Background: an optimization exercise with open tools, aiming at small area. Do not read the settings as production practice. Function was checked by simulation only, so behaviour that the tests miss may differ from the original. The clock port is modelled as an ideal driver, which makes a skipped or thinned clock tree look cheaper than it is; a real chip needs a root buffer or a tree. Power and IR drop assume default switching activity.

orange:
==> flow/design.v (excerpt) <==
module MINI_LCD_WATCH(CLK,RESETN,
LCD_RS,LCD_RW,LCD_DATA,PIEZO,
   KEY1,KEY2,KEY3,KEY4,KEY5,KEY6,KEY7,KEY8,KEY9
);
input CLK,RESETN;
input KEY1,KEY2,KEY3,KEY4,KEY5,KEY6,KEY7,KEY8,KEY9;
output LCD_RS, LCD_RW;
output [7:0] LCD_DATA;
output PIEZO;
wire rst = ~RESETN;
wire tick;
reg [16:0] cnt;
always @(posedge CLK)
	if (rst | tick) cnt <= 17'd101340;
	else cnt <= {~cnt[15:0], (cnt[16] ^ cnt[13])};
assign tick = ((cnt & 17'd122859) == 17'd120163);
reg mode;
always @(posedge CLK)
	if (rst) mode <= 1'b0;
	else if (tick & KEY9) mode <= ~mode;
function [3:0] up1; input [3:0] q; up1 = (q == 4'd9) ? 4'd0 : q + 4'd1; endfunction
function [3:0] up2; input [3:0] q; up2 = (q == 4'd9) ? 4'd1 : (q == 4'd8) ? 4'd0 : q + 4'd2; endfunction
function [3:0] dn1; input [3:0] q; dn1 = (q == 4'd0) ? 4'd9 : q - 4'd1; endfunction
function is9; input [3:0] q; is9 = q[3] & q[0]; endfunction
function is89; input [3:0] q; is89 = q[3]; endfunction
function is0; input [3:0] q; is0 = ~q[3] & ~q[2] & ~q[1] & ~q[0]; endfunction
reg [3:0] so, mo, amo;
reg [2:0] st, mt, amt;
reg [4:0] hr, ahr;
wire cm = ~mode & tick;
wire am = mode & tick;
wire s59 = st[2] & ~st[1] & is9(so);
wire m59 = mt[2] & ~mt[1] & is9(mo);
wire su2 = cm & KEY5 & ~KEY6;
wire su0 = cm & KEY6 & ~KEY5;
wire su1 = tick & ~su2 & ~su0;
wire sc = su1 & is9(so) | su2 & is89(so);
wire mu = cm & KEY3, md = cm & KEY4, mc = tick & s59;
wire mu2 = mu & mc & ~md;
wire md1 = md & ~mu & ~mc;
wire mu1 = tick & ((mu ^ mc ^ md) & ~md1);
  ...
For scale: about 410 cells after synthesis, roughly 70 flip-flops, roughly 3100 um^2 of cells after synthesis.
export LEC_CHECK = 0
export CAP_MARGIN = 20
export CORE_MARGIN = 2
export CORE_UTILIZATION = 40
export SLEW_MARGIN = 20
create_clock -name core_clock -period 10.0 [get_ports {CLK}]
standard.sh (not shown) runs the stock make flow with config.mk's settings and CLKGATE_MAP_FILE= SYNTH_SCRIPT=/design/flow/synth_recipe.tcl, a recipe that flattens the netlist after the stock synthesis.
==> flow/flow/run.sh <==
#!/bin/bash
# Layout flow: the standard ORFS flow, with these changes to how the layout is made:
#  - synthesis maps the logic with flow/own_abc.tcl instead of ORFS's abc_area.script: ABC
#    runs deepsyn with several seeds followed by area mapping, and the smallest result is
#    kept; everything else in synthesis (register mapping, flattening and renaming in
#    synth_recipe.tcl) is unchanged;
#  - extra ORFS make variables from flow/make_vars.txt (one NAME=VALUE per line): no adder
#    cells in synthesis, no CTS dummy loads, buf_1 port buffers;
#  - after CTS, flow/clktree.tcl replaces the clock tree with three clkbuf_16 buffers fed by
#    the clock port, each driving the flip-flops of one vertical slice of the die (the
#    buffers are the same cell, so every register's clock sees the same buffer delay).
# Each tool's output goes to its own log in this folder (and ORFS's logs under orfs/logs).
set -euo pipefail
W=$PWD
R=$W/orfs/results/$FLOW_PLATFORM/MINI_LCD_WATCH/base
sed "s#log_cmd abc {\*}\$abc_args#source $W/flow/own_abc.tcl; own_abc {*}[lrange \$abc_args 2 end]#" \
  "$FLOW_HOME/scripts/synth.tcl" > "$W/own_synth_core.tcl"
grep -q "own_abc {" "$W/own_synth_core.tcl"
sed "s#source \$::env(SCRIPTS_DIR)/synth.tcl#source $W/own_synth_core.tcl#" synth_recipe.tcl > "$W/own_synth.tcl"
grep -q "own_synth_core.tcl" "$W/own_synth.tcl"
EXTRA=()
if [[ -f flow/make_vars.txt ]]; then
  while IFS= read -r line; do [[ -n "$line" ]] && EXTRA+=("$line"); done < flow/make_vars.txt
fi
sed "s#SYNTH_SCRIPT=[^ ]*#SYNTH_SCRIPT=$W/own_synth.tcl#" standard.sh > "$W/own_standard.sh"
grep -q "own_synth.tcl" "$W/own_standard.sh"
mkdir -p "$W/own_abc"
export OWN_ABC_DIR="$W/own_abc" OWN_ABC_SEEDS="1 2 3 4 5 6 7 8 9 10 11 12 13 14 15 16 17 18 19 20" OWN_ABC_TIME=30
bash "$W/own_standard.sh" "$R/4_cts.odb" "${EXTRA[@]}" > "$W/make_to_cts.log" 2>&1
cat > "$W/clktree_run.tcl" <<EOT
read_db $R/4_cts.odb
source $W/flow/clktree.tcl
write_db $R/4_cts.odb
EOT
CT_NLEAF=3 CT_BUF=sky130_fd_sc_hd__clkbuf_16 openroad -no_init -exit "$W/clktree_run.tcl" > "$W/clktree.log" 2>&1
grep -q "leaf 2 drives" "$W/clktree.log"
bash "$W/own_standard.sh" finish "${EXTRA[@]}" > "$W/make_finish.log" 2>&1
Other scripts of this flow, unchanged in this note and not shown: flow/flow/clktree.tcl, flow/flow/make_vars.txt, flow/flow/own_abc.tcl
orange did not stop at any stage, and its layout met the timing, DRC and antenna checks.
Edits applied to the flow inputs when going from orange to blue:
-- flow/flow/run.sh --
<<< orange, line 26
grep -q "own_synth.tcl" "$W/own_standard.sh"
mkdir -p "$W/own_abc"
export OWN_ABC_DIR="$W/own_abc" OWN_ABC_SEEDS="1 2 3 4 5 6 7 8 9 10 11 12 13 14 15 16 17 18 19 20" OWN_ABC_TIME=30
bash "$W/own_standard.sh" "$R/4_cts.odb" "${EXTRA[@]}" > "$W/make_to_cts.log" 2>&1
cat > "$W/clktree_run.tcl" <<EOT
>>> blue, line 26
grep -q "own_synth.tcl" "$W/own_standard.sh"
mkdir -p "$W/own_abc"
export OWN_ABC_DIR="$W/own_abc" OWN_ABC_SEEDS="1 2 3 4 5 6 7 8 9 10 11 12 13 14 15 16" OWN_ABC_TIME=30
bash "$W/own_standard.sh" "$R/4_cts.odb" "${EXTRA[@]}" > "$W/make_to_cts.log" 2>&1
cat > "$W/clktree_run.tcl" <<EOT
Results
Compared blue against orange; critical path depth within noise. blue vs. orange: area of the mapped netlist comparable, setup slack neither gained nor lost much, sequential cell count essentially unchanged.
No run of this note takes its clock network from TritonCTS; it comes from the design's own scripts or RTL.


Setup of delta:
The RTL this note starts from:
==> flow/design.v <==
module MINI_LCD_WATCH(CLK,RESETN,
LCD_RS,LCD_RW,LCD_DATA,PIEZO,
   KEY1,KEY2,KEY3,KEY4,KEY5,KEY6,KEY7,KEY8,KEY9
);
input CLK,RESETN;
input KEY1,KEY2,KEY3,KEY4,KEY5,KEY6,KEY7,KEY8,KEY9;
output LCD_RS, LCD_RW;
output [7:0] LCD_DATA;
output PIEZO;
wire rst = ~RESETN;
wire tick;
reg [16:0] cnt;
always @(posedge CLK)
	if (rst | tick) cnt <= 17'd43690;
	else cnt <= {~cnt[15:0], (cnt[16] ^ cnt[13])};
assign tick = (cnt == 17'd65217);
reg mode;
always @(posedge CLK)
	if (rst) mode <= 1'b0;
	else if (tick & KEY9) mode <= ~mode;
function fb; input [3:0] q; fb = ~((~q[2] & q[0]) | (q[2] & ~q[1] & ~q[0]) | (q[3])); endfunction
function gb; input [3:0] q; gb = ~((q[0]) | (~q[3] & ~q[2] & q[1]) | (q[3] & ~q[1])); endfunction
function f2b; input [3:0] q; f2b = ~((~q[3] & ~q[1] & ~q[0]) | (q[2]) | (q[3] & q[1] & ~q[0])); endfunction
function [3:0] up1; input [3:0] q; up1 = {q[2:0], fb(q)}; endfunction
function [3:0] up2; input [3:0] q; up2 = {q[1:0], fb(q), f2b(q)}; endfunction
function [3:0] dn1; input [3:0] q; dn1 = {gb(q), q[3:1]}; endfunction
function is9; input [3:0] q; is9 = (~q[3] & ~q[2] & q[1]); endfunction
function is0; input [3:0] q; is0 = (~q[3] & q[2] & q[0]); endfunction
function is89; input [3:0] q; is89 = ~((~q[1] & ~q[0]) | (q[2]) | (q[3])); endfunction
function is3; input [3:0] q; is3 = (q[3] & q[2]); endfunction
function is2; input [3:0] q; is2 = (q[2] & q[1]); endfunction
reg [3:0] so, mo, ho, amo, aho;
reg [2:0] st, mt, amt;
reg [1:0] ht, aht;
wire cm = ~mode & tick;
wire am = mode & tick;
wire s59 = st[2] & ~st[1] & is9(so);
wire m59 = mt[2] & ~mt[1] & is9(mo);
wire su2 = cm & KEY5 & ~KEY6;
wire su0 = cm & KEY6 & ~KEY5;
wire su1 = tick & ~su2 & ~su0;
wire sc = su1 & is9(so) | su2 & is89(so);
wire mu = cm & KEY3, md = cm & KEY4, mc = tick & s59;
wire mu2 = mu & mc & ~md;
wire md1 = md & ~mu & ~mc;
wire mu1 = tick & ((mu ^ mc ^ md) & ~md1);
wire mcu = mu1 & is9(mo) | mu2 & is89(mo);
wire mcd = md1 & is0(mo);
wire hu = cm & KEY1, hd = cm & KEY2, hc = tick & s59 & m59;
wire hu2 = hu & hc & ~hd;
wire hd1 = hd & ~hu & ~hc;
wire hu1 = tick & ((hu ^ hc ^ hd) & ~hd1);
wire h23 = ht[1] & is3(ho);
wire h22 = ht[1] & is2(ho);
wire h00 = ~ht[0] & is0(ho);
wire hclr = hu1 & h23 | hu2 & h22;
wire hset23 = hd1 & h00;
wire hset01 = hu2 & h23;
wire hcu = hu1 & is9(ho) | hu2 & is89(ho);
wire hcd = hd1 & is0(ho);
wire amu = am & KEY8;
wire amc = amu & is9(amo);
wire ahu = am & KEY7;
wire a23 = aht[1] & is3(aho);
always @(posedge CLK)
	if (rst) begin
		so <= 4'd5; st <= 0; mo <= 4'd5; mt <= 0; ho <= 4'd5; ht <= 0;
		amo <= 4'd5; amt <= 0; aho <= 4'd5; aht <= 0;
	end else begin
		so <= su2 ? up2(so) : su1 ? up1(so) : so;
		if (sc) st <= {st[1:0], ~st[2]};
		mo <= mu2 ? up2(mo) : mu1 ? up1(mo) : md1 ? dn1(mo) : mo;
		mt <= mcu ? {mt[1:0], ~mt[2]} : mcd ? {~mt[0], mt[2:1]} : mt;
		if (hclr) begin ho <= 4'd5; ht <= 2'b00; end
		else if (hset23) begin ho <= 4'd13; ht <= 2'b11; end
		else if (hset01) begin ho <= 4'd11; ht <= 2'b00; end
		else begin
			ho <= hu2 ? up2(ho) : hu1 ? up1(ho) : hd1 ? dn1(ho) : ho;
			ht <= hcu ? {ht[0], 1'b1} : hcd ? {1'b0, ht[1]} : ht;
		end
		if (amu) amo <= up1(amo);
		if (amc) amt <= {amt[1:0], ~amt[2]};
		if (ahu & a23) begin aho <= 4'd5; aht <= 2'b00; end
		else if (ahu) begin
			aho <= up1(aho);
			if (is9(aho)) aht <= {aht[0], 1'b1};
		end
	end
wire eq = (ho == aho) & (ht == aht) & (mo == amo) & (mt == amt);
wire send;
reg buff;
reg [7:0] scnt;
always @(posedge CLK)
	if (rst | ~eq | send) scnt <= 8'd170;
	else scnt <= {~scnt[6:0], (scnt[7] ^ scnt[4])};
assign send = (scnt == 8'd127);
always @(posedge CLK)
	if (rst) buff <= 1'b0;
	else if (~eq | send) buff <= ~buff;
assign PIEZO = buff;
reg [4:0] c;
reg [2:0] g;
wire loop = g[2] & g[1];
wire cend = loop ? (c[4] & c[2]) : (c[4] & c[3] & c[2] & c[1]);    
always @(posedge CLK)
	if (rst) begin
		c <= 5'd21; g <= 3'd0;
	end else begin
		c <= cend ? 5'd0 : c + 1'b1;
		if (cend) g <= g[2] & g[1] ? {2'b11, ~g[0]} : g + 1'b1;
	end
reg [3:0] oc;
reg [2:0] tc;
always @* begin
	case (c)
		5'd4, 5'd5: begin oc = mode ? aho : ho; tc = {1'b0, mode ? aht : ht}; end
		5'd7, 5'd8: begin oc = mode ? amo : mo; tc = mode ? amt : mt; end
		default: begin oc = so; tc = st; end
	endcase
end
reg [3:0] d1;
always @* begin
	d1[0] = ~((~oc[3] & oc[0]) | (oc[2] & oc[1]) | (oc[3] & ~oc[0]));
	d1[1] = (~oc[2] & ~oc[1] & ~oc[0]) | (oc[2] & oc[1]) | (oc[3] & oc[2]);
	d1[2] = ~((oc[0]) | (~oc[3] & oc[1]));
	d1[3] = ~((~oc[1] & ~oc[0]) | (oc[2]) | (oc[3]));
end
reg [3:0] dt;
always @* begin
	if (c == 5'd4) dt = {2'b00, tc[1], tc[0] & ~tc[1]};
	else case (tc)
		3'b000: dt = 0; 3'b001: dt = 1; 3'b011: dt = 2; 3'b111: dt = 3;
		3'b110: dt = 4; default: dt = 5;
	endcase
end
reg [3:0] nib;
reg [3:0] nn;
always @* begin
	nn = 4'h0;
	if (cend) begin
		case (g)
			3'd2, 3'd3: nn = 4'hC;
			3'd4: nn = 4'h6;
			default: nn = 4'h0;
		endcase
	end else begin
		case (g)
			3'd3, 3'd4: nn = 4'hC;
			3'd5: nn = 4'h6;
			3'd6: case (c)
				5'd0, 5'd15: nn = {1'b1, ~mode, 1'b0, ~mode};
				5'd4, 5'd7, 5'd10: nn = dt;
				5'd5, 5'd8, 5'd11: nn = d1;
				5'd6, 5'd9: nn = 4'hA;
				5'd16, 5'd17, 5'd18, 5'd19: nn = 4'h5;
				default: nn = 4'h0;
			endcase
			default: nn = 4'h0;
		endcase
	end
end
always @(posedge CLK) nib <= rst ? 4'h0 : nn;
reg rs, rw;
reg [3:0] hi;
always @* begin
	rs = 1'b0; rw = 1'b0; hi = 4'h0;
	case (g)
		3'd0, 3'd1, 3'd2: begin rs = 1'b1; rw = 1'b1; end
		3'd3: hi = 4'h3;
		3'd4, 3'd5: hi = 4'h0;
		3'd7: begin rs = (c != 0); hi = (c == 0) ? 4'hC : 4'h2; end
		default: begin
			rs = (c != 0);
			case (c)
				5'd0: hi = 4'h8;
				5'd1, 5'd16: hi = 4'h9;
				5'd2, 5'd3, 5'd4, 5'd13, 5'd14, 5'd15: hi = 4'h2;
				5'd5, 5'd6, 5'd7, 5'd8, 5'd9, 5'd10, 5'd11, 5'd12: hi = 4'h3;
				default: hi = 4'h6;
			endcase
		end
	endcase
end
assign LCD_RS = rs;
assign LCD_RW = rw;
assign LCD_DATA = {hi, nib};
endmodule
clock: 10.0 ns
lec_check: 0
cap_margin: 20
core_margin: 2
core_utilization: 40
slew_margin: 20
==> flow/flow/run.sh <==
#!/bin/bash
# Layout flow: the standard ORFS flow, with two changes to how the netlist is made:
#  - synthesis maps the logic with the ABC script flow/area.abc (area-oriented) instead of
#    ORFS's abc_area.script; everything else in synthesis (including the register mapping,
#    flattening and renaming in synth_recipe.tcl) is unchanged;
#  - extra ORFS make variables from flow/make_vars.txt (one NAME=VALUE per line).
# Each tool's output goes to its own log in this folder (and ORFS's logs under orfs/logs).
set -euo pipefail
W=$PWD
sed "s#log_cmd abc {\*}\$abc_args#log_cmd abc -script $W/flow/area.abc {*}[lrange \$abc_args 2 end]#" \
  "$FLOW_HOME/scripts/synth.tcl" > "$W/own_synth_core.tcl"
grep -q "flow/area.abc" "$W/own_synth_core.tcl"
sed "s#source \$::env(SCRIPTS_DIR)/synth.tcl#source $W/own_synth_core.tcl#" synth_recipe.tcl > "$W/own_synth.tcl"
grep -q "own_synth_core.tcl" "$W/own_synth.tcl"
EXTRA=()
if [[ -f flow/make_vars.txt ]]; then
  while IFS= read -r line; do [[ -n "$line" ]] && EXTRA+=("$line"); done < flow/make_vars.txt
fi
sed "s#SYNTH_SCRIPT=[^ ]*#SYNTH_SCRIPT=$W/own_synth.tcl#" standard.sh > "$W/own_standard.sh"
grep -q "own_synth.tcl" "$W/own_standard.sh"
bash "$W/own_standard.sh" finish "${EXTRA[@]}" > "$W/make_finish.log" 2>&1
==> flow/flow/area.abc <==
strash
&get -n
&deepsyn -T 60
&put
dch -f
amap
==> flow/flow/make_vars.txt <==
CTS_ARGS=-sink_clustering_enable -repair_clock_nets -dont_use_dummy_load -buf_list {sky130_fd_sc_hd__clkbuf_4} -sink_clustering_size 24 -sink_clustering_max_diameter 120
BUFFER_PORTS_ARGS=-buffer_cell sky130_fd_sc_hd__buf_1
RECOVER_POWER=100
delta reached the end of the flow, and the finished layout is clean on the timing, DRC and antenna checks.
The inputs of indigo differ from those of delta as listed below.
==> flow/run.sh (new file) <==
#!/bin/bash
# synth_recipe.tcl (not shown) runs the flow's synth.tcl, then flattens the netlist and writes it again
# the make line also repeats each setting of config.mk as NAME=value (left out here)
make -C /OpenROAD-flow-scripts/flow DESIGN_CONFIG=/design/flow/config.mk WORK_HOME=/design/flow/orfs CLKGATE_MAP_FILE= SYNTH_SCRIPT=/design/flow/synth_recipe.tcl finish
diff --git a/flow/config.mk b/flow/config.mk
--- a/flow/config.mk
+++ b/flow/config.mk
@@ -7,0 +8 @@
+export ABC_AREA = 1
removed: flow/flow/run.sh
removed: flow/flow/area.abc
removed: flow/flow/make_vars.txt
removed: flow/standard.sh
### Flow results
delta vs indigo, destination of the critical timing path: ho[3] vs LCD_DATA[5]
Measured against each other, indigo and delta differ in global-route wire length before repair, the lower figure coming from delta.
sky130_fd_sc_hd__clkdlybuf4s50_1 as the slowest library cell on the worst path was reported by indigo, and sky130_fd_sc_hd__nor4_1 by delta.
indigo against delta; number of cell rows is up by a little under 10%.
From delta to indigo the numbers moved as follows: area after synthesis rose about 20%; post-route cell area saw an increase; worst-case setup margin in the final layout went up 180 ps; via density per instance down 0.84; worst-skew pair later-pin latency lower.
As of indigo, power of the sequential group had risen slightly compared to delta.
Relative to delta, sequential share of layout area has gone down in indigo.
--- input diff indigo..juniper ---
==> flow/flow/run.sh (new file) <==
#!/bin/bash
# Layout flow: the standard ORFS flow, with two changes to how the netlist is made:
#  - synthesis maps the logic with the ABC script flow/area.abc (area-oriented) instead of
#    ORFS's abc_area.script; everything else in synthesis (including the register mapping,
#    flattening and renaming in synth_recipe.tcl) is unchanged;
#  - extra ORFS make variables from flow/make_vars.txt (one NAME=VALUE per line).
# Each tool's output goes to its own log in this folder (and ORFS's logs under orfs/logs).
set -euo pipefail
W=$PWD
sed "s#log_cmd abc {\*}\$abc_args#log_cmd abc -script $W/flow/area.abc {*}[lrange \$abc_args 2 end]#" \
  "$FLOW_HOME/scripts/synth.tcl" > "$W/own_synth_core.tcl"
grep -q "flow/area.abc" "$W/own_synth_core.tcl"
sed "s#source \$::env(SCRIPTS_DIR)/synth.tcl#source $W/own_synth_core.tcl#" synth_recipe.tcl > "$W/own_synth.tcl"
grep -q "own_synth_core.tcl" "$W/own_synth.tcl"
EXTRA=()
if [[ -f flow/make_vars.txt ]]; then
  while IFS= read -r line; do [[ -n "$line" ]] && EXTRA+=("$line"); done < flow/make_vars.txt
fi
sed "s#SYNTH_SCRIPT=[^ ]*#SYNTH_SCRIPT=$W/own_synth.tcl#" standard.sh > "$W/own_standard.sh"
grep -q "own_synth.tcl" "$W/own_standard.sh"
bash "$W/own_standard.sh" finish "${EXTRA[@]}" > "$W/make_finish.log" 2>&1
==> flow/flow/area.abc (new file) <==
strash
&get -n
&deepsyn -T 60
&put
dch -f
amap
==> flow/flow/make_vars.txt (new file) <==
CTS_ARGS=-sink_clustering_enable -repair_clock_nets -dont_use_dummy_load -buf_list {sky130_fd_sc_hd__clkbuf_2 sky130_fd_sc_hd__clkbuf_4}
BUFFER_PORTS_ARGS=-buffer_cell sky130_fd_sc_hd__buf_1
RECOVER_POWER=100
==> flow/standard.sh (new file) <==
#!/bin/bash
# synth_recipe.tcl (not shown) runs the flow's synth.tcl, then flattens the netlist and writes it again
# the make line also repeats each setting of config.mk as NAME=value (left out here)
make -C /OpenROAD-flow-scripts/flow DESIGN_CONFIG=/design/flow/config.mk WORK_HOME=/design/flow/orfs CLKGATE_MAP_FILE= SYNTH_SCRIPT=/design/flow/synth_recipe.tcl "${@:-finish}"
diff --git a/flow/config.mk b/flow/config.mk
--- a/flow/config.mk
+++ b/flow/config.mk
@@ -8 +7,0 @@
-export ABC_AREA = 1
removed: flow/run.sh
Run comparison: juniper cell with the largest stage delay on the worst path sky130_fd_sc_hd__nor4_1; indigo cell with the largest stage delay on the worst path sky130_fd_sc_hd__clkdlybuf4s50_1. indigo → juniper: adder-cell share of the synthesized area moved up; wire length of the first global-routing pass moved down; share of total power consumed by net switching level; overall routing resource usage moved up; initial detailed-routing violation count moved down. juniper reports a higher minimum hold slack than indigo does. Measured against indigo, the final cell count of juniper comes out at 0.74 times the reference value. Compared with indigo, juniper shows a delay of the slowest critical-path stage that is 380 ps higher. The commonest non-fill, non-tap cell in the layout comes out sky130_fd_sc_hd__nand2_1 in one run and sky130_fd_sc_hd__clkinv_1 in the other, namely in indigo and juniper respectively. In juniper the utilization turned out 2.2 points lower than in indigo. Area of the mapped netlist: juniper vs indigo down about 17%. Taking indigo as the reference point, the number of gates on the worst path with buffers counted of juniper rises by 6.
Here is what was changed in the inputs of nickel compared with juniper.
==> flow/flow/make_vars.txt <==
CTS_ARGS=-sink_clustering_enable -repair_clock_nets -dont_use_dummy_load
BUFFER_PORTS_ARGS=-buffer_cell sky130_fd_sc_hd__buf_1
RECOVER_POWER=100
Results
- Number of gates on the worst path with buffers counted, nickel and juniper: lower on nickel
- As of nickel, violation count after the first detailed-routing iteration had fallen by a few percent compared to juniper.
- Between juniper and nickel, routed wire length increased.
- What juniper reported for clock power has to be multiplied by 1.3 to get the figure for nickel.
- Between nickel and juniper, it is nickel whose number of cells on the worst reg-to-reg path is lower, by 1.
- Mean routed wirelength per cell (nickel vs. juniper) increases slightly
- Total combinational power essentially unchanged between nickel and juniper.
- Compare nickel and juniper | required time of the worst setup path higher: juniper
- The final period demand of the worst path number comes out lower for nickel vs juniper.

[separate check: timing with driven ports]
Ports are ideal in the flow. The routed layouts listed here were re-timed in OpenROAD.
Step 1 assumes that a clkbuf_16 drives the clock port and a buf_2 every other input.
Step 2 times the ports against the registers' clock, not the clock port: input delays grow and output delays shrink by t, the midpoint of the rising clock arrivals with the driver on.
a / b / c = ideal / step 1 / step 2; a / b = the first two.
run | shift t [ns] | slack for setup (ns) | worst hold slack (ns) | worst setup path after step 2 | cell pins on the clock port's net
orange | 0.215 | 5.350 / 5.383 / 5.167 | 0.368 / 0.368 / 0.368 | input to register | 3
blue | 0.215 | 5.350 / 5.383 / 5.167 | 0.368 / 0.368 / 0.368 | input to register | 3
delta | 0.440 | 5.239 / 5.239 / 5.042 | 0.403 / 0.403 / 0.403 | input to register | 1
indigo | 0.402 | 5.415 / 5.382 / 5.784 | 0.390 / 0.390 / 0.390 | register to output | 1
juniper | 0.440 | 5.239 / 5.239 / 5.042 | 0.403 / 0.403 / 0.403 | input to register | 1
nickel | 0.372 | 5.282 / 5.282 / 5.011 | 0.406 / 0.406 / 0.406 | input to register | 1
After both steps every run listed still meets setup and hold. For nickel, which loses most, drivers alone change the setup slack by 0.000 ns; drivers and shift together by -0.271 ns.
